Background: an optimization exercise with open tools, aiming at small area, a short achievable clock period and few clock cycles. Do not read the settings as production practice.
In this exercise RTL edits were held to simulation tests only and were not proved equivalent to the original.

## keccak
module keccak(clk, reset, in, in_ready, is_last, byte_num, buffer_full, out, out_ready);
Size in the first run: about 12000 cells after synthesis, roughly 1600 flip-flops, about 110000 um^2 of cells after synthesis.
Settings: LEC_CHECK=0, CAP_MARGIN=30, CORE_MARGIN=2, CORE_UTILIZATION=40, GPL_ROUTABILITY_DRIVEN=1, GPL_TIMING_DRIVEN=1, PLACE_DENSITY=0.5, SETUP_SLACK_MARGIN=2.5, SLEW_MARGIN=30, SYNTH_HIERARCHICAL=1; clock period 5.5 ns.
run.sh (not shown) runs the stock make flow with config.mk's settings and CLKGATE_MAP_FILE= SYNTH_SCRIPT=/design/flow/synth_recipe.tcl, a recipe that flattens the netlist after the stock synthesis.
Testbench counts at the start, summed over its fixed seeds: cycles 7,568.
Change:
CAP_MARGIN = 20   (was 30)
CORE_UTILIZATION = 50   (was 40)
PLACE_DENSITY = 0.6   (was 0.5)
SETUP_SLACK_MARGIN = unset   (was 2.5)
SLEW_MARGIN = 20   (was 30)
With this change the flow reached the layout checks and failed them: max-capacitance violations, max-slew violations.
Via count decreases by 0.83%.
Register-to-register slack got worse by 1.6 ns.
Die area decreases by 20%.
Core utilization decreases by 1.9 points.
Wire length decreases by 8.2%.
Change:
CAP_MARGIN = 30   (was 20)
CORE_UTILIZATION = 45   (was 50)
PLACE_DENSITY = 0.55   (was 0.6)
SETUP_SLACK_MARGIN = 2.5   (was unset)
SLEW_MARGIN = 30   (was 20)
With this change the flow passed the timing, DRC and antenna checks.
Worst setup slack gets better by 1.5 ns.
Cell count grows by roughly a tenth.
Change:
CAP_MARGIN = 20   (was 30)
CORE_UTILIZATION = 50   (was 45)
PLACE_DENSITY = 0.6   (was 0.55)
SETUP_SLACK_MARGIN = 1.5   (was 2.5)
SLEW_MARGIN = 20   (was 30)
- This time the run completed and failed the layout checks on max-capacitance violations, max-slew violations
- global-route usage went up by 1.5 points
- worst setup slack got worse by 1.2 ns
- routed wire length shrinks by 7.0%
- clock-buffer cell count decreases by 4
- cell area goes down by 23%
- synthesized area does not change
- utilization decreases by 9.4 points
- register-to-register slack degrades by 1.2 ns
- sequential cell count does not change
- cell count fell by 8.6%
Change:
CAP_MARGIN = 30   (was 20)
CORE_UTILIZATION = 40   (was 50)
CTS_BUF_LIST = sky130_fd_sc_hd__clkbuf_4 sky130_fd_sc_hd__clkbuf_8   (was unset)
PLACE_DENSITY = 0.5   (was 0.6)
SETUP_SLACK_MARGIN = 2.0   (was 1.5)
SLEW_MARGIN = 30   (was 20)
The changed run finished with timing, DRC and antenna clean.
Area after synthesis stays the same.
Synthesized cell count stays the same.
Wire length goes up by about 6%.
Fmax goes up by 16%.


keccak, a different RTL version from the one above (not shown whole).
Size: about 0.12 mm² of cells after synthesis.
export LEC_CHECK = 0
export CAP_MARGIN = 30
export CORE_MARGIN = 2
export CORE_UTILIZATION = 40
export GPL_ROUTABILITY_DRIVEN = 1
export GPL_TIMING_DRIVEN = 1
export PLACE_DENSITY = 0.5
export SETUP_SLACK_MARGIN = 2.5
export SLEW_MARGIN = 30
export SYNTH_HIERARCHICAL = 1
create_clock -name core_clock -period 5.5 [get_ports {clk}]
standard.sh (not shown) runs the stock make flow with config.mk's settings and CLKGATE_MAP_FILE= SYNTH_SCRIPT=/design/flow/synth_recipe.tcl, a recipe that flattens the netlist after the stock synthesis.
==> flow/flow/run.sh <==
#!/bin/bash
# The standard ORFS flow (the standard.sh): synthesis unchanged, then the
# layout with plain buffers instead of delay cells on the ports, a clock tree
# without dummy loads, and no x4 XOR cells (timing repair buffers long nets
# instead). The make output goes to synth.log and flow.log; each ORFS step keeps
# its own log under orfs/logs.
set -euo pipefail
bash standard.sh synth > synth.log 2>&1
# the platform's don't-use list plus the x4 XOR cells
dont=$(python3 -c 'import re,sys; s=open(sys.argv[1]).read(); m=re.search(r"export DONT_USE_CELLS \+=((?:.*\\\n)*.*\n)", s); print(" ".join(m.group(1).replace("\\\n", " ").split()))' "$FLOW_HOME/platforms/sky130hd/config.mk")
dont="$dont sky130_fd_sc_hd__xor2_4 sky130_fd_sc_hd__xnor2_4"
echo "DONT_USE_CELLS=$dont" > dont_use.log
export BUFFER_PORTS_ARGS="-buffer_cell sky130_fd_sc_hd__buf_2"
export CTS_ARGS="-sink_clustering_enable -repair_clock_nets -dont_use_dummy_load -sink_clustering_size 20 -sink_clustering_max_diameter 80"
bash standard.sh "DONT_USE_CELLS=$dont" finish > flow.log 2>&1
Testbench counts at the start, summed over its fixed seeds: cycles 7,376.
Change:
--- a/flow/flow/run.sh
+++ b/flow/flow/run.sh
@@ -10,5 +10,6 @@
 dont=$(python3 -c 'import re,sys; s=open(sys.argv[1]).read(); m=re.search(r"export DONT_USE_CELLS \+=((?:.*\\\n)*.*\n)", s); print(" ".join(m.group(1).replace("\\\n", " ").split()))' "$FLOW_HOME/platforms/sky130hd/config.mk")
-dont="$dont sky130_fd_sc_hd__xor2_4 sky130_fd_sc_hd__xnor2_4"
+dont="$dont sky130_fd_sc_hd__xor2_4 sky130_fd_sc_hd__xnor2_4 sky130_fd_sc_hd__buf_12 sky130_fd_sc_hd__buf_16 sky130_fd_sc_hd__xor2_2 sky130_fd_sc_hd__xnor2_2 sky130_fd_sc_hd__buf_8"
 echo "DONT_USE_CELLS=$dont" > dont_use.log
 export BUFFER_PORTS_ARGS="-buffer_cell sky130_fd_sc_hd__buf_2"
+export GLOBAL_PLACEMENT_ARGS="-timing_driven_nets_percentage 100 -timing_driven_net_weight_max 8 -timing_driven_net_reweight_overflow {79 64 49 29 20}"
 export CTS_ARGS="-sink_clustering_enable -repair_clock_nets -dont_use_dummy_load -sink_clustering_size 20 -sink_clustering_max_diameter 80"
Outcome:
- first-iteration DRC count went down by about 8%
- via count went up by 1.5%
- setup slack gains 0.098 ns
Change:
--- a/flow/flow/run.sh
+++ b/flow/flow/run.sh
@@ -10,6 +10,6 @@
 dont=$(python3 -c 'import re,sys; s=open(sys.argv[1]).read(); m=re.search(r"export DONT_USE_CELLS \+=((?:.*\\\n)*.*\n)", s); print(" ".join(m.group(1).replace("\\\n", " ").split()))' "$FLOW_HOME/platforms/sky130hd/config.mk")
-dont="$dont sky130_fd_sc_hd__xor2_4 sky130_fd_sc_hd__xnor2_4 sky130_fd_sc_hd__buf_12 sky130_fd_sc_hd__buf_16 sky130_fd_sc_hd__xor2_2 sky130_fd_sc_hd__xnor2_2 sky130_fd_sc_hd__buf_8"
+dont="$dont sky130_fd_sc_hd__xor2_4 sky130_fd_sc_hd__xnor2_4"
 echo "DONT_USE_CELLS=$dont" > dont_use.log
 export BUFFER_PORTS_ARGS="-buffer_cell sky130_fd_sc_hd__buf_2"
-export GLOBAL_PLACEMENT_ARGS="-timing_driven_nets_percentage 100 -timing_driven_net_weight_max 8 -timing_driven_net_reweight_overflow {79 64 49 29 20}"
+export GLOBAL_PLACEMENT_ARGS="-timing_driven_nets_percentage 100 -timing_driven_net_weight_max 16 -timing_driven_net_reweight_overflow {79 70 60 50 40 30 20}"
 export CTS_ARGS="-sink_clustering_enable -repair_clock_nets -dont_use_dummy_load -sink_clustering_size 20 -sink_clustering_max_diameter 80"
=> Core utilization grows by 5.1 points. Clock-buffer cell count went up by 2. Critical path depth does not change. Global-route usage went up by 0.55 points. Design area rises by 11%. Non-clock buffer count went down by 782.
Change:
==> flow/flow/run.sh (replaced) <==
#!/bin/bash
# The standard ORFS flow (the standard.sh), with plain buffers instead of
# delay cells on the ports and a clock tree without dummy loads. The make output
# goes to flow.log; each ORFS step keeps its own log under orfs/logs.
set -euo pipefail
export BUFFER_PORTS_ARGS="-buffer_cell sky130_fd_sc_hd__buf_2"
export GLOBAL_PLACEMENT_ARGS="-timing_driven_nets_percentage 50 -timing_driven_net_weight_max 5"
export CTS_ARGS="-sink_clustering_enable -repair_clock_nets -dont_use_dummy_load -sink_clustering_size 20 -sink_clustering_max_diameter 80"
bash standard.sh > flow.log 2>&1
The new run finished clean.
Synthesized area does not change.
Cell area increases by 5.8%.
Change:
GPL_ROUTABILITY_DRIVEN = 0   (was 1)
Outcome: The changed run finished with timing, DRC and antenna clean. First-iteration DRC count came out lower by 1.9%. Global-route usage came out lower by 5.4 points. Utilization came out lower by 0.50 points. Setup slack got worse by 0.24 ns. Via count came out lower by 1.8%. Clock skew came out higher by 0.034 ns. Wire length came out lower by 9.3%. Non-clock buffer count came out lower by 173. Hold slack improved by 0.012 ns.


keccak again, from the RTL that the note above started with.
clock: 5.5 ns
lec_check: 0
cap_margin: 30
core_margin: 2
core_utilization: 40
gpl_routability_driven: 1
gpl_timing_driven: 1
place_density: 0.6
setup_slack_margin: 2.5
slew_margin: 30
synth_hierarchical: 1
==> flow/flow/run.sh <==
#!/bin/bash
# The standard ORFS flow (the standard.sh), with plain buffers instead of
# delay cells on the ports and a clock tree without dummy loads. The make output
# goes to flow.log; each ORFS step keeps its own log under orfs/logs.
set -euo pipefail
export BUFFER_PORTS_ARGS="-buffer_cell sky130_fd_sc_hd__buf_2"
export CTS_ARGS="-sink_clustering_enable -repair_clock_nets -dont_use_dummy_load -sink_clustering_size 20 -sink_clustering_max_diameter 80"
bash standard.sh > flow.log 2>&1
The first run finished clean.
Testbench counts at the start, summed over its fixed seeds: cycles 7,376.
Next try:
==> flow/flow/run.sh (replaced) <==
#!/bin/bash
# The standard ORFS flow (the standard.sh): synthesis unchanged, then the
# layout with plain buffers instead of delay cells on the ports, a clock tree
# without dummy loads, and no x4 XOR cells (timing repair buffers long nets
# instead). The make output goes to synth.log and flow.log; each ORFS step keeps
# its own log under orfs/logs.
set -euo pipefail
bash standard.sh synth > synth.log 2>&1
# the platform's don't-use list plus the x4 XOR cells
dont=$(python3 -c 'import re,sys; s=open(sys.argv[1]).read(); m=re.search(r"export DONT_USE_CELLS \+=((?:.*\\\n)*.*\n)", s); print(" ".join(m.group(1).replace("\\\n", " ").split()))' "$FLOW_HOME/platforms/sky130hd/config.mk")
dont="$dont sky130_fd_sc_hd__xor2_4 sky130_fd_sc_hd__xnor2_4 sky130_fd_sc_hd__buf_12 sky130_fd_sc_hd__buf_16 sky130_fd_sc_hd__xor2_2 sky130_fd_sc_hd__xnor2_2"
echo "DONT_USE_CELLS=$dont" > dont_use.log
export BUFFER_PORTS_ARGS="-buffer_cell sky130_fd_sc_hd__buf_2"
export GLOBAL_PLACEMENT_ARGS="-timing_driven_nets_percentage 100 -timing_driven_net_weight_max 8 -timing_driven_net_reweight_overflow {79 64 49 29 20}"
export SKIP_GATE_CLONING=1
export CTS_ARGS="-sink_clustering_enable -repair_clock_nets -dont_use_dummy_load -sink_clustering_size 20 -sink_clustering_max_diameter 80"
bash standard.sh "DONT_USE_CELLS=$dont" finish > flow.log 2>&1
- PLACE_DENSITY: 0.6 -> 0.5
- SETUP_SLACK_MARGIN: 2.5 -> 2.75
=> The new run completed without violations; routed wire length shrinks by 3.1%; flip-flop and latch count stays the same; die area stays the same; worst setup slack gets better by 310 ps; area after synthesis does not change; clock-buffer cell count shrinks by 5.
Next try:
--- a/flow/flow/run.sh
+++ b/flow/flow/run.sh
@@ -1,10 +1,12 @@
 #!/bin/bash
-# The standard ORFS flow (the standard.sh): synthesis unchanged, then the
-# layout with plain buffers instead of delay cells on the ports, a clock tree
-# without dummy loads, and no x4 XOR cells (timing repair buffers long nets
-# instead). The make output goes to synth.log and flow.log; each ORFS step keeps
-# its own log under orfs/logs.
+# The standard ORFS flow (the standard.sh) with the standard synthesis
+# unchanged; for the layout steps only:
+# - plain buf_2 cells (not delay cells) as the port buffers;
+# - timing-driven global placement weighting every net by its criticality;
+# - a clock tree without dummy loads.
+# The make output goes to synth.log and flow.log; each ORFS step keeps its own
+# log under orfs/logs.
 set -euo pipefail
 bash standard.sh synth > synth.log 2>&1
-# the platform's don't-use list plus the x4 XOR cells
+# the platform's don't-use list plus the cells above
 dont=$(python3 -c 'import re,sys; s=open(sys.argv[1]).read(); m=re.search(r"export DONT_USE_CELLS \+=((?:.*\\\n)*.*\n)", s); print(" ".join(m.group(1).replace("\\\n", " ").split()))' "$FLOW_HOME/platforms/sky130hd/config.mk")
- CORE_UTILIZATION: 40 -> 50
- PLACE_DENSITY: 0.5 -> 0.6
=> Cell count shrinks by about 4.6%; synthesized cell count stays the same; setup slack gets worse by 290 ps; utilization went up by 12 points; sequential cell count stays the same; cell area goes down by about 1.4%.
Next try:
==> flow/flow/run.sh (replaced) <==
#!/bin/bash
# The standard ORFS flow (the standard.sh): synthesis unchanged, then the
# layout with plain buffers instead of delay cells on the ports, a clock tree
# without dummy loads, and no x4 XOR cells (timing repair buffers long nets
# instead). The make output goes to synth.log and flow.log; each ORFS step keeps
# its own log under orfs/logs.
set -euo pipefail
bash standard.sh synth > synth.log 2>&1
# the platform's don't-use list plus the x4 XOR cells
dont=$(python3 -c 'import re,sys; s=open(sys.argv[1]).read(); m=re.search(r"export DONT_USE_CELLS \+=((?:.*\\\n)*.*\n)", s); print(" ".join(m.group(1).replace("\\\n", " ").split()))' "$FLOW_HOME/platforms/sky130hd/config.mk")
dont="$dont sky130_fd_sc_hd__xor2_4 sky130_fd_sc_hd__xnor2_4 sky130_fd_sc_hd__buf_12 sky130_fd_sc_hd__buf_16 sky130_fd_sc_hd__xor2_2 sky130_fd_sc_hd__xnor2_2"
echo "DONT_USE_CELLS=$dont" > dont_use.log
export BUFFER_PORTS_ARGS="-buffer_cell sky130_fd_sc_hd__buf_2"
export GLOBAL_PLACEMENT_ARGS="-timing_driven_nets_percentage 100 -timing_driven_net_weight_max 8 -timing_driven_net_reweight_overflow {79 64 49 29 20}"
export CTS_ARGS="-sink_clustering_enable -repair_clock_nets -dont_use_dummy_load -sink_clustering_size 20 -sink_clustering_max_diameter 80"
bash standard.sh "DONT_USE_CELLS=$dont" finish > flow.log 2>&1
- CORE_UTILIZATION: 50 -> 40
- PLACE_DENSITY: 0.6 -> 0.5
- SETUP_SLACK_MARGIN: 2.75 -> 3.0
What happened: Routed wire length climbs by about a fifth. Synthesized cell count stays the same. Maximum frequency climbs by roughly a tenth. Setup slack improved by 310 ps. Global-route usage drops by 3.3 points. Register-to-register slack improved by 310 ps.


## JK
keccak again, from the RTL that the note above started with.
export LEC_CHECK = 0
export CAP_MARGIN = 30
export CORE_MARGIN = 2
export CORE_UTILIZATION = 40
export GPL_ROUTABILITY_DRIVEN = 1
export GPL_TIMING_DRIVEN = 1
export PLACE_DENSITY = 0.5
export SETUP_SLACK_MARGIN = 2.9
export SLEW_MARGIN = 30
export SYNTH_HIERARCHICAL = 1
create_clock -name core_clock -period 5.5 [get_ports {clk}]
==> flow/flow/run.sh <==
#!/bin/bash
# The standard ORFS flow (the standard.sh) with the standard synthesis
# unchanged; for the layout steps only:
# - plain buf_2 cells (not delay cells) as the port buffers;
# - timing-driven global placement weighting every net by its criticality;
# - a clock tree without dummy loads.
# The make output goes to synth.log and flow.log; each ORFS step keeps its own
# log under orfs/logs.
set -euo pipefail
bash standard.sh synth > synth.log 2>&1
# the platform's don't-use list plus the cells above
dont=$(python3 -c 'import re,sys; s=open(sys.argv[1]).read(); m=re.search(r"export DONT_USE_CELLS \+=((?:.*\\\n)*.*\n)", s); print(" ".join(m.group(1).replace("\\\n", " ").split()))' "$FLOW_HOME/platforms/sky130hd/config.mk")
dont="$dont sky130_fd_sc_hd__xor2_4 sky130_fd_sc_hd__xnor2_4 sky130_fd_sc_hd__buf_12 sky130_fd_sc_hd__buf_16 sky130_fd_sc_hd__xor2_2 sky130_fd_sc_hd__xnor2_2"
echo "DONT_USE_CELLS=$dont" > dont_use.log
export BUFFER_PORTS_ARGS="-buffer_cell sky130_fd_sc_hd__buf_2"
export GLOBAL_PLACEMENT_ARGS="-timing_driven_nets_percentage 100 -timing_driven_net_weight_max 8 -timing_driven_net_reweight_overflow {79 64 49 29 20}"
export SKIP_GATE_CLONING=1
export CTS_ARGS="-sink_clustering_enable -repair_clock_nets -dont_use_dummy_load -sink_clustering_size 20 -sink_clustering_max_diameter 80"
bash standard.sh "DONT_USE_CELLS=$dont" finish > flow.log 2>&1
Testbench counts of JK, summed over its fixed seeds: cycles 7,376.
Here is what was changed in the inputs of MS compared with JK.
==> flow/flow/run.sh <==
#!/bin/bash
# The standard ORFS flow (the standard.sh): synthesis unchanged, then the
# layout with plain buffers instead of delay cells on the ports, a clock tree
# without dummy loads, and no x4 XOR cells (timing repair buffers long nets
# instead). The make output goes to synth.log and flow.log; each ORFS step keeps
# its own log under orfs/logs.
set -euo pipefail
bash standard.sh synth > synth.log 2>&1
# the platform's don't-use list plus the x4 XOR cells
dont=$(python3 -c 'import re,sys; s=open(sys.argv[1]).read(); m=re.search(r"export DONT_USE_CELLS \+=((?:.*\\\n)*.*\n)", s); print(" ".join(m.group(1).replace("\\\n", " ").split()))' "$FLOW_HOME/platforms/sky130hd/config.mk")
dont="$dont sky130_fd_sc_hd__xor2_4 sky130_fd_sc_hd__xnor2_4 sky130_fd_sc_hd__buf_12 sky130_fd_sc_hd__buf_16 sky130_fd_sc_hd__xor2_2 sky130_fd_sc_hd__xnor2_2"
echo "DONT_USE_CELLS=$dont" > dont_use.log
export BUFFER_PORTS_ARGS="-buffer_cell sky130_fd_sc_hd__buf_2"
export GLOBAL_PLACEMENT_ARGS="-timing_driven_nets_percentage 100 -timing_driven_net_weight_max 8 -timing_driven_net_reweight_overflow {79 64 49 29 20}"
export CTS_ARGS="-sink_clustering_enable -repair_clock_nets -dont_use_dummy_load -sink_clustering_size 20 -sink_clustering_max_diameter 80"
bash standard.sh "DONT_USE_CELLS=$dont" finish > flow.log 2>&1
--- a/flow/config.mk
+++ b/flow/config.mk
@@ -12,5 +12,5 @@
 export GPL_TIMING_DRIVEN = 1
 export PLACE_DENSITY = 0.5
-export SETUP_SLACK_MARGIN = 2.9
+export SETUP_SLACK_MARGIN = 2.5
 export SLEW_MARGIN = 30
 export SYNTH_HIERARCHICAL = 1
## What came out
- MS: all stages complete, timing, DRC and antenna checks passed
- MS ends up with a hold slack that is 0.011 ns higher than in JK.
- Of the two values seen for slowest stage cell on the critical path, xor2_1 was produced by JK and dfxtp_1 by MS.
- JK → MS: final critical-path required period shows an increase of 0.075 ns; cell area decreased 11%.
Changes in AL relative to MS:
--- a/flow/flow/run.sh
+++ b/flow/flow/run.sh
@@ -9,5 +9,5 @@
 # the platform's don't-use list plus the x4 XOR cells
 dont=$(python3 -c 'import re,sys; s=open(sys.argv[1]).read(); m=re.search(r"export DONT_USE_CELLS \+=((?:.*\\\n)*.*\n)", s); print(" ".join(m.group(1).replace("\\\n", " ").split()))' "$FLOW_HOME/platforms/sky130hd/config.mk")
-dont="$dont sky130_fd_sc_hd__xor2_4 sky130_fd_sc_hd__xnor2_4 sky130_fd_sc_hd__buf_12 sky130_fd_sc_hd__buf_16 sky130_fd_sc_hd__xor2_2 sky130_fd_sc_hd__xnor2_2"
+dont="$dont sky130_fd_sc_hd__xor2_4 sky130_fd_sc_hd__xnor2_4 sky130_fd_sc_hd__buf_12 sky130_fd_sc_hd__buf_16 sky130_fd_sc_hd__xor2_2 sky130_fd_sc_hd__xnor2_2 sky130_fd_sc_hd__buf_8 sky130_fd_sc_hd__nor2b_4 sky130_fd_sc_hd__nor2_4 sky130_fd_sc_hd__and2_4 sky130_fd_sc_hd__dfxtp_4"
 echo "DONT_USE_CELLS=$dont" > dont_use.log
 export BUFFER_PORTS_ARGS="-buffer_cell sky130_fd_sc_hd__buf_2"
### Flow results
Diff MS -> AL: minimum period implied by the final worst setup slack lost 0.014 ns, met3 track demand over resource lost 1.2 points.
Of the two values seen for critical path endpoint, st[966]$_DFF_P_ was produced by MS and st[797]$_DFF_P_ by AL.
Number of antenna cells inserted was higher in the run labelled AL.
Lower detailed-routed wire length on met3 goes to AL over MS.
MS and AL ended up with roughly the same cell area after layout.
AL: via count higher than MS
Input-level comparison between TR and AL:
--- a/flow/flow/run.sh
+++ b/flow/flow/run.sh
@@ -9,8 +9,9 @@
 # the platform's don't-use list plus the x4 XOR cells
 dont=$(python3 -c 'import re,sys; s=open(sys.argv[1]).read(); m=re.search(r"export DONT_USE_CELLS \+=((?:.*\\\n)*.*\n)", s); print(" ".join(m.group(1).replace("\\\n", " ").split()))' "$FLOW_HOME/platforms/sky130hd/config.mk")
-dont="$dont sky130_fd_sc_hd__xor2_4 sky130_fd_sc_hd__xnor2_4 sky130_fd_sc_hd__buf_12 sky130_fd_sc_hd__buf_16 sky130_fd_sc_hd__xor2_2 sky130_fd_sc_hd__xnor2_2 sky130_fd_sc_hd__buf_8 sky130_fd_sc_hd__nor2b_4 sky130_fd_sc_hd__nor2_4 sky130_fd_sc_hd__and2_4 sky130_fd_sc_hd__dfxtp_4"
+dont="$dont sky130_fd_sc_hd__xor2_4 sky130_fd_sc_hd__xnor2_4 sky130_fd_sc_hd__buf_12 sky130_fd_sc_hd__buf_16 sky130_fd_sc_hd__xor2_2 sky130_fd_sc_hd__xnor2_2"
 echo "DONT_USE_CELLS=$dont" > dont_use.log
 export BUFFER_PORTS_ARGS="-buffer_cell sky130_fd_sc_hd__buf_2"
 export GLOBAL_PLACEMENT_ARGS="-timing_driven_nets_percentage 100 -timing_driven_net_weight_max 8 -timing_driven_net_reweight_overflow {79 64 49 29 20}"
+export SKIP_GATE_CLONING=1
 export CTS_ARGS="-sink_clustering_enable -repair_clock_nets -dont_use_dummy_load -sink_clustering_size 20 -sink_clustering_max_diameter 80"
 bash standard.sh "DONT_USE_CELLS=$dont" finish > flow.log 2>&1
--- a/flow/config.mk
+++ b/flow/config.mk
@@ -9,8 +9,8 @@
 export CORE_MARGIN = 2
 export CORE_UTILIZATION = 40
-export GPL_ROUTABILITY_DRIVEN = 1
+export GPL_ROUTABILITY_DRIVEN = 0
 export GPL_TIMING_DRIVEN = 1
 export PLACE_DENSITY = 0.5
-export SETUP_SLACK_MARGIN = 2.5
+export SETUP_SLACK_MARGIN = 2.75
 export SLEW_MARGIN = 30
 export SYNTH_HIERARCHICAL = 1
Results
Of AL and TR, the lower sum of routed wire length over all layers belongs to TR. [compare] base=AL new=TR: number of clock buffers in the layout -8.4%, post-CTS setup buffer count +34%, cell area went up. Against AL as the reference, TR delivers a higher cell count.

[port drivers added, routing unchanged]
The flow's constraints put no driver on any port. The routed layouts listed below were extracted and timed again, unchanged, in two steps.
Step 1, drivers: a clkbuf_16 drives clk and a buf_2 each remaining input, both assumed.
Step 2 moves the port delays by t, midway between the first and last clock arrival at a register: inputs arrive t later, outputs are due t later. That takes back most of the time a late clock gives input paths.
Slacks: no drivers / after step 1 / after step 2; pairs: no drivers / after step 1.
| run | shift t [ns] | setup slack, ns | pins driven straight from the clock port |
|---|---|---|---|
| the first run of note 1 | 1.051 | 2.317 / 2.317 / 1.549 | 1 |
| the second run of note 1 | 1.003 | 0.695 / 0.695 / 0.260 | 1 |
| the third run of note 1 | 1.036 | 2.228 / 2.228 / 1.539 | 1 |
| the fourth run of note 1 | 1.002 | 1.021 / 1.021 / 0.426 | 1 |
| the fifth run of note 1 | 1.238 | 1.632 / 1.632 / 1.197 | 1 |
| the first run of note 2 | 1.020 | 2.157 / 2.157 / 1.468 | 1 |
| the second run of note 2 | 1.015 | 2.255 / 2.255 / 1.446 | 1 |
| the third run of note 2 | 1.014 | 2.330 / 2.330 / 1.554 | 1 |
| the fourth run of note 2 | 1.050 | 2.231 / 2.231 / 1.524 | 1 |
| the fifth run of note 2 | 1.028 | 1.988 / 1.988 / 1.487 | 1 |
| the first run of note 3 | 1.044 | 2.246 / 2.246 / 1.468 | 1 |
| the second run of note 3 | 1.029 | 2.561 / 2.561 / 1.774 | 1 |
| the third run of note 3 | 0.973 | 2.273 / 2.273 / 1.646 | 1 |
| the fourth run of note 3 | 1.050 | 2.585 / 2.585 / 1.612 | 1 |
| JK | 1.034 | 2.387 / 2.387 / 1.426 | 1 |
| MS | 1.030 | 2.313 / 2.313 / 1.524 | 1 |
| AL | 1.019 | 2.326 / 2.326 / 1.472 | 1 |
| TR | 0.999 | 2.423 / 2.423 / 1.728 | 1 |
The setup slack of the fourth run of note 3, which loses most, moves by 0.000 ns with the drivers and by -0.973 ns with both steps.
